This design comes from an exercise in tuning for small area on the open sky130 flow, not from production work. Only simulation tests tie the RTL to the original design; equivalence was not proved. No activity file was given, so power comes from the tool's default toggle rates.

`design/flow/config.mk`:
```
export PLATFORM = sky130hd
export DESIGN_NAME = sentinel_core
export DESIGN_NICKNAME = sentinel_core
export VERILOG_FILES = /design/flow/design.v
export SDC_FILE = /design/flow/constraint.sdc
export NUM_CORES = 4
export LEC_CHECK = 0
export CAP_MARGIN = 20
export CORE_MARGIN = 2
export CORE_UTILIZATION = 40
export SLEW_MARGIN = 20
```
`design/flow/constraint.sdc`:
```
create_clock -name core_clock -period 4.0 [get_ports {aclk}]
set_input_delay 0.8000 -clock core_clock [delete_from_list [all_inputs] [get_ports {aclk}]]
set_output_delay 0.8000 -clock core_clock [all_outputs]
set_load 0.01 [all_outputs]
```
`design/flow/design.v`:
```
`timescale 1ns/1ps
module sentinel_core (
    input  logic        aclk,
    input  logic        aresetn,
    input  logic [63:0] s_axis_tdata,
    input  logic        s_axis_tvalid,
    input  logic        s_axis_tlast,
    output logic        s_axis_tready,
    output logic [63:0] m_axis_tdata,
    output logic        m_axis_tvalid,
    output logic        m_axis_tlast,
    input  logic        m_axis_tready,
    input  logic [31:0] s_axil_awaddr,
    input  logic        s_axil_awvalid,
    output logic        s_axil_awready,
    input  logic [31:0] s_axil_wdata,
    input  logic        s_axil_wvalid,
    output logic        s_axil_wready,
    output logic [1:0]  s_axil_bresp,
    output logic        s_axil_bvalid,
    input  logic        s_axil_bready,
    input  logic [31:0] s_axil_araddr,
    input  logic        s_axil_arvalid,
    output logic        s_axil_arready,
    output logic [31:0] s_axil_rdata,
    output logic [1:0]  s_axil_rresp,
    output logic        s_axil_rvalid,
    input  logic        s_axil_rready
);
    logic [31:0] reg_control;
    logic [31:0] reg_limit_shadow; 
    logic [31:0] reg_violation_count;
    logic [63:0] reg_dropped_snapshot;  
    logic [39:0] active_limit; 
    logic aw_en;
    always_ff @(posedge aclk or negedge aresetn) begin
        if (!aresetn) begin
            s_axil_awready <= 0;
            s_axil_wready  <= 0;
            s_axil_bvalid  <= 0;
            s_axil_bresp   <= 0;
            reg_control    <= 1;  
            reg_limit_shadow <= 1000;  
            aw_en          <= 1;
        end else begin
            if (~s_axil_awready && s_axil_awvalid && s_axil_wvalid && aw_en) begin
                s_axil_awready <= 1;
                s_axil_wready  <= 1;
            end else begin
                s_axil_awready <= 0;
                s_axil_wready  <= 0;
            end
            if (s_axil_awready && s_axil_wready && s_axil_awvalid && s_axil_wvalid) begin
                case (s_axil_awaddr[4:0]) 
                    5'h00: reg_control      <= s_axil_wdata;
                    5'h04: reg_limit_shadow <= s_axil_wdata;
                    default: ;  
                endcase
            end
            if (s_axil_awready && s_axil_wready && s_axil_awvalid && s_axil_wvalid) begin
                s_axil_bvalid <= 1;
                s_axil_bresp  <= 2'b00;  
            end else if (s_axil_bready && s_axil_bvalid) begin
                s_axil_bvalid <= 0;
            end
        end
    end
    always_ff @(posedge aclk or negedge aresetn) begin
        if (!aresetn) begin
            s_axil_arready <= 0;
            s_axil_rvalid  <= 0;
            s_axil_rdata   <= 0;
            s_axil_rresp   <= 0;
        end else begin
            if (~s_axil_arready && s_axil_arvalid) begin
                s_axil_arready <= 1;
            end else begin
                s_axil_arready <= 0;
            end
            if (s_axil_arready && s_axil_arvalid && ~s_axil_rvalid) begin
                s_axil_rvalid <= 1;
                s_axil_rresp  <= 2'b00; 
                case (s_axil_araddr[4:0])
                    5'h00: s_axil_rdata <= reg_control;
                    5'h04: s_axil_rdata <= reg_limit_shadow;
                    5'h08: s_axil_rdata <= reg_violation_count;
                    5'h0C: s_axil_rdata <= reg_dropped_snapshot[31:0];   
                    5'h10: s_axil_rdata <= reg_dropped_snapshot[63:32];  
                    default: s_axil_rdata <= 0;
                endcase
            end else if (s_axil_rvalid && s_axil_rready) begin
                s_axil_rvalid <= 0;
            end
        end
    end
    always_ff @(posedge aclk or negedge aresetn) begin
        if (!aresetn) begin
            active_limit <= 40'd1000;
        end else begin
            if ((s_axis_tlast && s_axis_tvalid && m_axis_tready) || !s_axis_tvalid || reg_control[0] == 0) begin
                active_limit <= {8'b0, reg_limit_shadow}; 
            end
        end
    end
    logic pass_check;
    logic [63:0] data_reg;
    logic valid_reg;
    logic last_reg;
    logic violation_detected;
    logic [39:0] amount;
    logic [15:0] dest_id; 
    assign amount  = s_axis_tdata[39:0];
    assign dest_id = s_axis_tdata[55:40];
    always_comb begin
        if ((amount > active_limit) && reg_control[0]) begin
            pass_check = 1'b0; 
            violation_detected = 1'b1;
        end else begin
            pass_check = 1'b1;
            violation_detected = 1'b0;
        end
    end
    always_ff @(posedge aclk or negedge aresetn) begin
        if (!aresetn) begin
            valid_reg <= 0;
            data_reg  <= 0;
            last_reg  <= 0;
            reg_violation_count <= 0;
            reg_dropped_snapshot <= 0;
        end else begin
            if (m_axis_tready || !valid_reg) begin
                valid_reg <= s_axis_tvalid && pass_check;
                data_reg  <= s_axis_tdata;
                last_reg  <= s_axis_tlast;
                if (s_axis_tvalid && violation_detected) begin
                    reg_violation_count <= reg_violation_count + 1;
                    reg_dropped_snapshot <= s_axis_tdata;  
                end
            end
        end
    end
    assign m_axis_tvalid = valid_reg;
    assign m_axis_tdata  = data_reg;
    assign m_axis_tlast  = last_reg;
    assign s_axis_tready = m_axis_tready; 
endmodule
```
`design/flow/run.sh`:
```
#!/bin/bash
# synth_recipe.tcl (not shown) runs the flow's synth.tcl, then flattens the netlist and writes it again
# the make line also repeats each setting of config.mk as NAME=value (left out here)
make -C /OpenROAD-flow-scripts/flow DESIGN_CONFIG=/design/flow/config.mk WORK_HOME=/design/flow/orfs CLKGATE_MAP_FILE= SYNTH_SCRIPT=/design/flow/synth_recipe.tcl finish
```
==> metrics.csv <==
stage,metric,value,unit
status,status,no timing/DRC/antenna violations,
setup_path,critical_path_required,4.38,ns
global_route,met3_usage,3.15,%
sta,tns,0,ns
detailed_routing,wl,34300,um
detailed_routing,drt_iter0_markers,657,
synth,synth_top_area_share,54.3,%
synth,synthMuxAreaShare,20.3,%
sta,slew_headroom,31.5,%
synth,ys_ff_latch,294,
detailed_routing,first_pass_iters,9,
synth,synth_top_family_by_area,multiplexers,
synth,synth_cell_types,49,
synth,synth.avg_cell_area,13.6,um2
die,dieArea,33900,um2
sta,setup_ws,0.729,ns
layout,antennaDiodeCount,0,
clock_network,holdBufCountCts,0,
synth,ys_warn_count,1,
synth,synth_most_common_cell,dfrtp_1,
detailed_routing,viasPerCell,5.47,
setup_path,slowest_delay,0.58,ns
global_route,busiest_layer,met2,
synth,synth-simple-area-share,5.14,%
clock_network,cts-root-buf,clkbuf_16,
layout,final_nets,1390,
run,maxCapViolCount,0,
clock_network,clock_latency,0.50,ns
setup_path,rr_startpoint,active_limit[13],
synth,dominantRegCellSynth,dfrtp_1,
synth,synth_edf_count,0,
die,io_pins,278,
die,start_util,40.9,%
global_route,grt_max_degree,126,
setup_path,crit_path_top_delay_cell,or4b_1,
clock_network,postCtsSetupBuffers,0,
clock_network,cts_max_level,2,
setup_path,crit_type,input port to flop,
global_route,antenna_found_initial,0,
clock_network,cts_max_path_buffers,3,
place,placed_cells,1552,
synth,synth_area,13000,um2
detailed_routing,vias,8817,
setup_path,crit_buf_inv,2,
global_route,grt_pass1_wl,53600,um
setup_path,critPathTopFamily,simple AND/OR/NAND/NOR gates,
die,die_width,184,um
pwr,p_per_area,437,nW/um2
sta,fmax,306,MHz
synth,synth_common_cells,"dfrtp_1 (281), mux2_2 (160), a21oi_1 (43)",
synth,async_flop_share,100,%
layout,stdcell_count,1613,
synth,yosysSeqAreaShare,56.9,%
setup_path,r2r_cells,11,
pwr,vdd_drop_max,0.000289,V
synth,synth_cells,956,
global_route,overflow,0,
place,portBuffers,219,
setup_path,cpMostUsedCell,nor2_1,
setup_path,cp-end-kind,flop,
clock_network,post_cts_resize_count,0,
clock_network,cts_buffers,35,
die,fp.dieH,184,um
layout,layout-drive-gt1-share,25.1,%
die,core-area,31700,um2
setup_path,path_max_fanout,6,
setup_path,startpoint_type,input port,
place,dpl_worst_slack,0.197,ns
setup_path,r2r_end,reg_violation_count[21],
setup_path,cp.arrival,3.65,ns
setup_path,rrSetupSlack,1.15,ns
setup_path,path_depth,11,
pwr,power.total,7.38,mW
global_route,use_met2,31.9,%
global_route,grt_pass1_vias,9032,
synth,synth_xor_area_share,2.09,%
sta,min_period,3.27,ns
die,num_rows,65,
global_route,grt_use_met1,30.3,%
clock_network,cts_sinks,294,
sta,finalHoldViolations,0,
setup_path,crit_end,reg_violation_count[21],
clock_network,cts_tree,built,
sta,drv_slew,0,
synth,yosys.area_share.adder,3.19,%
pwr,total_leakage_power,7.73,nW
global_route,grt.total_usage,20.6,%
detailed_routing,routedWlPerCell,21.3,um
hold_path,hold_path_class,input port to async pin,
layout,area_growth,30.3,%
sta,max_slew.worst_pin.slew,1.03,ns
clock_network,path_clk_slew,0.06,ns
sta,setup_viol,0,
detailed_routing,ant_nets,0,
place,hpwl,22400,um
place,place_congestion,0.738,
synth,synth_compound_area_share,9.08,%
setup_path,timing.critical_path.from,s_axis_tdata[21],
sta,rsz0062_at_grt,false,
synth,synthTopCellsByArea,"dfrtp_1 (54%), mux2_2 (14%), mux2_1 (3.3%)",
sta,fin_skew,0.0124,ns
setup_path,crit_chain,clkdlybuf4s50_1 -> ha_1 -> a21oi_1 -> nor2b_1 -> o21ai_0 -> or4b_1 -> nor2_1 -> o21a_1 -> buf_4 -> nor2_1 -> xor2_1,
sta,fin_crit_sh,81.8,%
synth,yosys.area.top_type,dfrtp_1,
detailed_routing,drcViolationCount,0,
metrics by stage:
step / area, um2 / hold slack [ns] / util, %
finish: 16900 / 0.383 / 53.3
global route: 16900 / 0.488 / 53.3
floorplan: 13000 / 0.442 / -
CTS: 16900 / 0.459 / 53.3
detailed placement: 15700 / 0.465 / 49.6
global placement: 15700 / 0.457 / 49.6
worst min-delay path by stage:
stage / start / to / slack, ns / depth (start not counted)
2_1_floorplan: reg_violation_count[31] / reg_violation_count[31] / 0.44 / 1
4_1_cts: aresetn / data_reg[15] / 0.46 / 1
5_1_grt: s_axil_rdata[8] / s_axil_rdata[8] / 0.49 / 1
6_report: aresetn / active_limit[15] / 0.38 / 1
3_5_place_dp: s_axil_rdata[8] / s_axil_rdata[8] / 0.46 / 1
3_3_place_gp: reg_violation_count[31] / reg_violation_count[31] / 0.46 / 1
routing by layer:
metal	share of wire (%)	vias up
li1	-	3983
met1	47	4536
met2	46	255
met3	5.1	43
met4	1.7	0
met5	0	-
cell families (layout without fill, tap and decap cells):
kind of cell / Yosys count / in the layout
DFF: 294 / 294
muxes: 225 / 225
AOI/OAI and AO/OA: 161 / 161
and+or+nand+nor: 119 / 119
buffers and inverters: 92 / 344
adders and majority gates: 33 / 33
xor gates and xnor gates: 31 / 31
other: 1 / 4
layout make-up:
class / instances / area, um2
inverters: 34 / 128
fillers: 2737 / 14800
clock buffers: 53 / 1090
clock inverters: 8 / 90.1
flip-flops and latches: 294 / 7370
repair buffers: 249 / 2480
multi-input cells: 573 / 5230
well taps: 402 / 503
power breakdown:
| group | switching, mW | internal [mW] | total, mW |
|---|---|---|---|
| combinational | 0.335 | 0.472 | 0.807 |
| clock | 1.23 | 2.00 | 3.22 |
| sequential | 0.133 | 3.22 | 3.35 |
layout by cell type (no fill, tap or decap), drive strengths merged, types with 4 or more instances in the layout:
master | netlist | routed
dfrtp | 281 | 281
mux2 | 225 | 225
clkdlybuf4s50 | 0 | 218
clkbuf | 34 | 53
a21oi | 43 | 43
a21o | 35 | 35
inv | 34 | 34
ha | 33 | 33
a222oi | 32 | 32
a22oi | 32 | 32
buf | 24 | 31
nand2 | 23 | 23
xor2 | 21 | 21
nand4 | 20 | 20
nor2 | 17 | 17
nand3 | 14 | 14
dfstp | 13 | 13
nor3 | 13 | 13
xnor2 | 10 | 10
o21ai | 9 | 9
and3 | 7 | 7
clkinv | 0 | 6
nor2b | 6 | 6
conb | 1 | 4
nor3b | 4 | 4

[static timing again, ports no longer ideal]
In the flow no input, the clock included, has a driving cell. The finished layout below was timed again as built, in two steps. Step 1 (the two cells are an assumption about what drives the block):
set clk [get_ports {aclk}]
set_driving_cell -lib_cell sky130_fd_sc_hd__clkbuf_16 $clk
set_driving_cell -lib_cell sky130_fd_sc_hd__buf_2 [delete_from_list [all_inputs] $clk]
Step 2 moves the port delays by t, midway between the first and last clock arrival at a register: inputs arrive t later, outputs are due t later. That takes back most of the time a late clock gives input paths. Slacks: ideal / step 1 / step 2; pairs: ideal / step 1.
shift t [ns]: 0.546
slack for setup (ns): 0.729 / 0.751 / 0.204
worst setup path after step 2: input to register
clock arrival spread, ns: 0.012 / 0.013
worst data-port slew with drivers (ns): 0.09
After both steps setup and hold are still met in this run. The setup slack of this run moves by +0.022 ns with the drivers and by -0.525 ns with both steps.
